Source: an optimization exercise on an open RTL-to-GDS flow (aim: small area). Production flows keep margins and buffers that such runs may drop. Where RTL was checked, it was by simulation tests only, not by an equivalence proof against the original. Power figures rest on the tool's default switching activity, not on a simulated workload.

==> module FSK_DFT2, before the edit <==
module FSK_DFT2 (input clk,
                 input rst,
                 input [11:0] X,
                 input ce,
                 input st,
                 input ce_bit,
                 output wire [10:0] F1_AMP,
                 output wire [10:0] F2_AMP);
  reg [10:0] xm;       
  reg        xs;       
  reg        rs;       
  reg        cb;       
  reg        fresh;    
  reg        z;        
  reg        busy;
  reg [2:0]  stp;      
  reg [4:0]  kr;       
  reg [1:0]  kq;
  wire [11:0] xabs;
  MULT18x12 #(11) XA (.a(X[10:0] ^ {11{X[11]}}), .b(11'd0), .ci(X[11]), .s(xabs));
  wire last = busy & (stp == 3'd7);
  always @(posedge clk) begin
    if (rst) begin
      busy <= 1'b0; stp <= 3'd0; kr <= 5'd0; kq <= 2'd0; fresh <= 1'b1;
    end else begin
      if (ce) begin
        busy <= 1'b1; stp <= 3'd0; fresh <= 1'b0;
      end else begin
        if (last) busy <= 1'b0;
        stp <= stp + 3'd1;
      end
      if (last) begin
        if (cb) begin kr <= 5'd0; kq <= 2'd0; end
        else if (kr == 5'd24) begin kr <= 5'd0; kq <= kq + 2'd1; end
        else kr <= kr + 5'd1;
      end
    end
    if (ce) begin
      xm <= xabs[10:0];
      xs <= X[11];
      rs <= st | ce_bit | fresh;
      cb <= ce_bit;
      z  <= fresh;
    end
  end
  wire       hi   = stp[0];
  wire       hsel = stp[2];      
  wire       sn   = stp[1];      
  wire [5:0] r2x  = {kr, 1'b0};
  wire       r2o  = (r2x >= 6'd25);
  wire [4:0] r    = hsel ? (r2o ? r2x - 6'd25 : r2x) : kr;
  wire [1:0] qd   = hsel ? {kq[0], r2o} : kq;
  wire       mir  = qd[0] ^ sn;
  wire [4:0] m    = mir ? 5'd25 - r : r;
  wire       neg  = sn ? qd[1] : (qd[1] ^ qd[0]);
  wire       big  = (m == 5'd0);   
  wire [15:0] q;
  ROM_18x100_Wre TAB (.m(m), .q(q));
  reg  [10:0] lc;
  wire        s    = xs ^ neg;
  wire [7:0]  qsel = hi ? q[15:8] : q[7:0];
  wire [10:0] l0   = hi ? (lc | (xm & {11{big}})) : 11'd0;
  wire [19:0] acc [0:7];
  wire [11:0] r0;
  MULT18x12 #(11) M0 (.a(l0), .b(xm & {11{qsel[0]}}), .ci(s), .s(r0));
  assign acc[0] = {8'd0, r0};
  genvar gi;
  generate for (gi = 1; gi <= 7; gi = gi + 1) begin : mrow
    wire [11:0] rr;
    MULT18x12 #(11) MR (.a(acc[gi-1][gi+10:gi]), .b(xm & {11{qsel[gi]}}),
                        .ci(s), .s(rr));
    assign acc[gi] = {{(8-gi){1'b0}}, rr, acc[gi-1][gi-1:0]};
  end endgenerate
  wire [10:0] c = acc[7][18:8];
  always @(posedge clk) lc <= c;
  reg [18:0] y0, y1, y2, y3;
  wire [18:0] yin = y0 & {19{~rs}};
  wire [19:0] ysum;
  MULT18x12 #(19) YA (.a(yin), .b({{8{s}}, c ^ {11{s}}}), .ci(s), .s(ysum));
  wire rot = busy & hi;
  always @(posedge clk) begin
    if (rot) begin
      y0 <= y1; y1 <= y2; y2 <= y3; y3 <= ysum[18:0];
    end
  end
  wire [18:0] yc = y0 & {19{~z}};
  wire [18:0] yabs;
  MULT18x12 #(18) YB (.a(yc[17:0] ^ {18{yc[18]}}), .b(18'd0), .ci(yc[18]), .s(yabs));
  wire [17:0] ya = yabs[17:0];
  wire cap  = rot & cb;
  wire cap3 = cap & stp[2] & stp[1];
  reg [7:0] mc;                  
  wire mh = mc[7];
  wire [6:0] u = mc[6:0];
  wire run = (mc != 8'd255);
  wire sq  = run & (u < 7'd18);                       
  wire sr  = run & (u >= 7'd32) & (u < 7'd50);        
  wire sc  = run & (u >= 7'd64) & (u < 7'd73);        
  wire sw  = run & ((u == 7'd73) | ((u == 7'd74) & ~mh));
  wire sh  = cap | sw;           
  reg [19:0] WA;
  reg [17:0] WB, ZA, ZB;
  reg [35:0] P;
  reg [17:0] mask;               
  integer mi;
  always @* for (mi = 0; mi < 18; mi = mi + 1) mask[mi] = (u[4:0] > mi);
  wire [3:0] si = u[3:0];
  wire qh = WB[5'd17 - {si, 1'b0}];
  wire ql = WB[5'd16 - {si, 1'b0}];
  wire ab = WA[17] & sq, bb = WB[17] & sq;
  wire [19:0] ta = {WA[17:0] & mask & {18{ab}}, 1'b0, ab} | ((sc & qh) ? 20'd2620 : 20'd0);
  wire [19:0] tb = {WB & mask & {18{bb}}, 1'b0, bb}      | ((sc & ql) ? 20'd1310 : 20'd0);
  wire [20:0] s1;
  MULT18x12 #(20) SQ1 (.a({P[17:0], 2'b00}), .b(ta), .ci(1'b0), .s(s1));
  wire [20:0] s2;
  MULT18x12 #(20) SQ2 (.a(s1[19:0]), .b(tb), .ci(1'b0), .s(s2));
  wire [16:0] s3;
  MULT18x12 #(16) SQ3 (.a(P[33:18]), .b({15'd0, s1[20]}), .ci(s2[20]), .s(s3));
  wire [35:0] Pn = {s3[15:0], s2[19:0]};
  wire [1:0]  t  = P[35:34];
  wire        bi = (t == 2'd0);                   
  wire [20:0] d;                                  
  MULT18x12 #(20) SR (.a(WA), .b(~{2'b00, WB & mask}), .ci(~bi), .s(d));
  wire        qb = d[20];                         
  wire [19:0] Rn = qb ? {d[17:0], t - 2'd1} : {WA[17:0], t};
  always @(posedge clk) begin
    if (rst) mc <= 8'd255;
    else if (cap3) mc <= 8'd0;
    else if (sq & (u == 7'd17)) mc <= {mh, 7'd32};    
    else if (run) mc <= mc + 8'd1;
    P <= Pn;
    if (rst) begin
      WB[10:0] <= 11'd0; ZB[10:0] <= 11'd0;
    end else if (sh) begin
      WA <= {2'b00, WB}; WB <= ZA; ZA <= ZB;
      ZB <= cap ? ya : {7'd0, P[26:16]};
    end else if (sq) begin
      WA <= (u == 7'd17) ? 20'd0 : {2'b00, WA[16:0], WA[17]};
      WB <= {WB[16:0], WB[17]};
    end else if (sr) begin
      WA <= Rn;
      WB <= {WB[16:0], qb};
    end
  end
  assign F1_AMP = WB[10:0];
  assign F2_AMP = ZB[10:0];
endmodule
Settings: LEC_CHECK=0, ABC_AREA=1, CAP_MARGIN=20, CORE_MARGIN=2, CORE_UTILIZATION=40, CTS_BUF_LIST=sky130_fd_sc_hd__clkbuf_16, CTS_CLUSTER_DIAMETER=100, CTS_CLUSTER_SIZE=20, SLEW_MARGIN=20; clock period 20.0 ns.
run.sh (not shown) runs the stock make flow with config.mk's settings and CLKGATE_MAP_FILE= SYNTH_SCRIPT=/design/flow/synth_recipe.tcl, a recipe that flattens the netlist after the stock synthesis.
The starting point passed the timing, design-rule and antenna checks.
Then changed:
--- a/flow/design.v
+++ b/flow/design.v
@@ -107,28 +107,28 @@
   wire rot = busy & hi;
   always @(posedge clk) begin
     if (rot) begin
       y0 <= y1; y1 <= y2; y2 <= y3; y3 <= ysum[18:0];
     end
   end
-  wire [18:0] yc = y0 & {19{~z}};
+  wire [18:0] yc = y0;
   wire [18:0] yabs;
   MULT18x12 #(18) YB (.a(yc[17:0] ^ {18{yc[18]}}), .b(18'd0), .ci(yc[18]), .s(yabs));
   wire [17:0] ya = yabs[17:0];
-  wire cap  = rot & cb;
+  wire cap  = rot & cb & ~z;     
   wire cap3 = cap & stp[2] & stp[1];
   reg [7:0] mc;                  
   wire mh = mc[7];
   wire [6:0] u = mc[6:0];
   wire run = (mc != 8'd255);
   wire sq  = run & (u < 7'd18);                       
   wire sr  = run & (u >= 7'd32) & (u < 7'd50);        
   wire sc  = run & (u >= 7'd64) & (u < 7'd73);        
   wire sw  = run & ((u == 7'd73) | ((u == 7'd74) & ~mh));
   wire sh  = cap | sw;           
-  reg [19:0] WA;
+  reg [18:0] WA;
   reg [17:0] WB, ZA, ZB;
   reg [35:0] P;
   reg [17:0] mask;               
   integer mi;
   always @* for (mi = 0; mi < 18; mi = mi + 1) mask[mi] = (u[4:0] > mi);
   wire [3:0] si = u[3:0];
@@ -143,29 +143,29 @@
   MULT18x12 #(20) SQ2 (.a(s1[19:0]), .b(tb), .ci(1'b0), .s(s2));
   wire [16:0] s3;
   MULT18x12 #(16) SQ3 (.a(P[33:18]), .b({15'd0, s1[20]}), .ci(s2[20]), .s(s3));
   wire [35:0] Pn = {s3[15:0], s2[19:0]};
   wire [1:0]  t  = P[35:34];
   wire        bi = (t == 2'd0);                   
-  wire [20:0] d;                                  
-  MULT18x12 #(20) SR (.a(WA), .b(~{2'b00, WB & mask}), .ci(~bi), .s(d));
-  wire        qb = d[20];                         
-  wire [19:0] Rn = qb ? {d[17:0], t - 2'd1} : {WA[17:0], t};
+  wire [19:0] d;                                  
+  MULT18x12 #(19) SR (.a(WA), .b(~{1'b0, WB & mask}), .ci(~bi), .s(d));
+  wire        qb = d[19];                         
+  wire [18:0] Rn = qb ? {d[16:0], t - 2'd1} : {WA[16:0], t};
   always @(posedge clk) begin
     if (rst) mc <= 8'd255;
     else if (cap3) mc <= 8'd0;
     else if (sq & (u == 7'd17)) mc <= {mh, 7'd32};    
     else if (run) mc <= mc + 8'd1;
     P <= Pn;
     if (rst) begin
       WB[10:0] <= 11'd0; ZB[10:0] <= 11'd0;
     end else if (sh) begin
-      WA <= {2'b00, WB}; WB <= ZA; ZA <= ZB;
+      WA <= {1'b0, WB}; WB <= ZA; ZA <= ZB;
       ZB <= cap ? ya : {7'd0, P[26:16]};
     end else if (sq) begin
-      WA <= (u == 7'd17) ? 20'd0 : {2'b00, WA[16:0], WA[17]};
+      WA <= (u == 7'd17) ? 19'd0 : {1'b0, WA[16:0], WA[17]};
       WB <= {WB[16:0], WB[17]};
     end else if (sr) begin
       WA <= Rn;
       WB <= {WB[16:0], qb};
     end
   end
Global-route usage went down by 0.46 points.
Die area barely changes.
Via count came out lower by 2.6%.
Synthesized area stays flat.
Clock-buffer cell count goes up by 1.
Power is lower by 8.7%.
Worst hold slack stays flat.
Sequential share of layout area hardly moves.
The RTL of the first run of this note was laid out without a check of its function.

-- static timing again, ports no longer ideal --
No port has a modelled driver above. Below, the same layouts with a new extraction and two added sets of constraints.
Step 1 assumes that a clkbuf_16 drives the clock port and a buf_2 every other input.
Step 2 times the ports against the registers' clock, not the clock port: input delays grow and output delays shrink by t, the midpoint of the rising clock arrivals with the driver on.
a / b / c = no drivers / after step 1 / after step 2; a / b = the first two.
run	shift t [ns]	setup slack, ns	hold WS [ns]
the first run	0.558	1.289 / 1.289 / 1.289	0.418 / 0.418 / 0.418
the second run	0.539	1.418 / 1.418 / 1.418	0.420 / 0.420 / 0.420
After both steps every run listed still meets setup and hold.
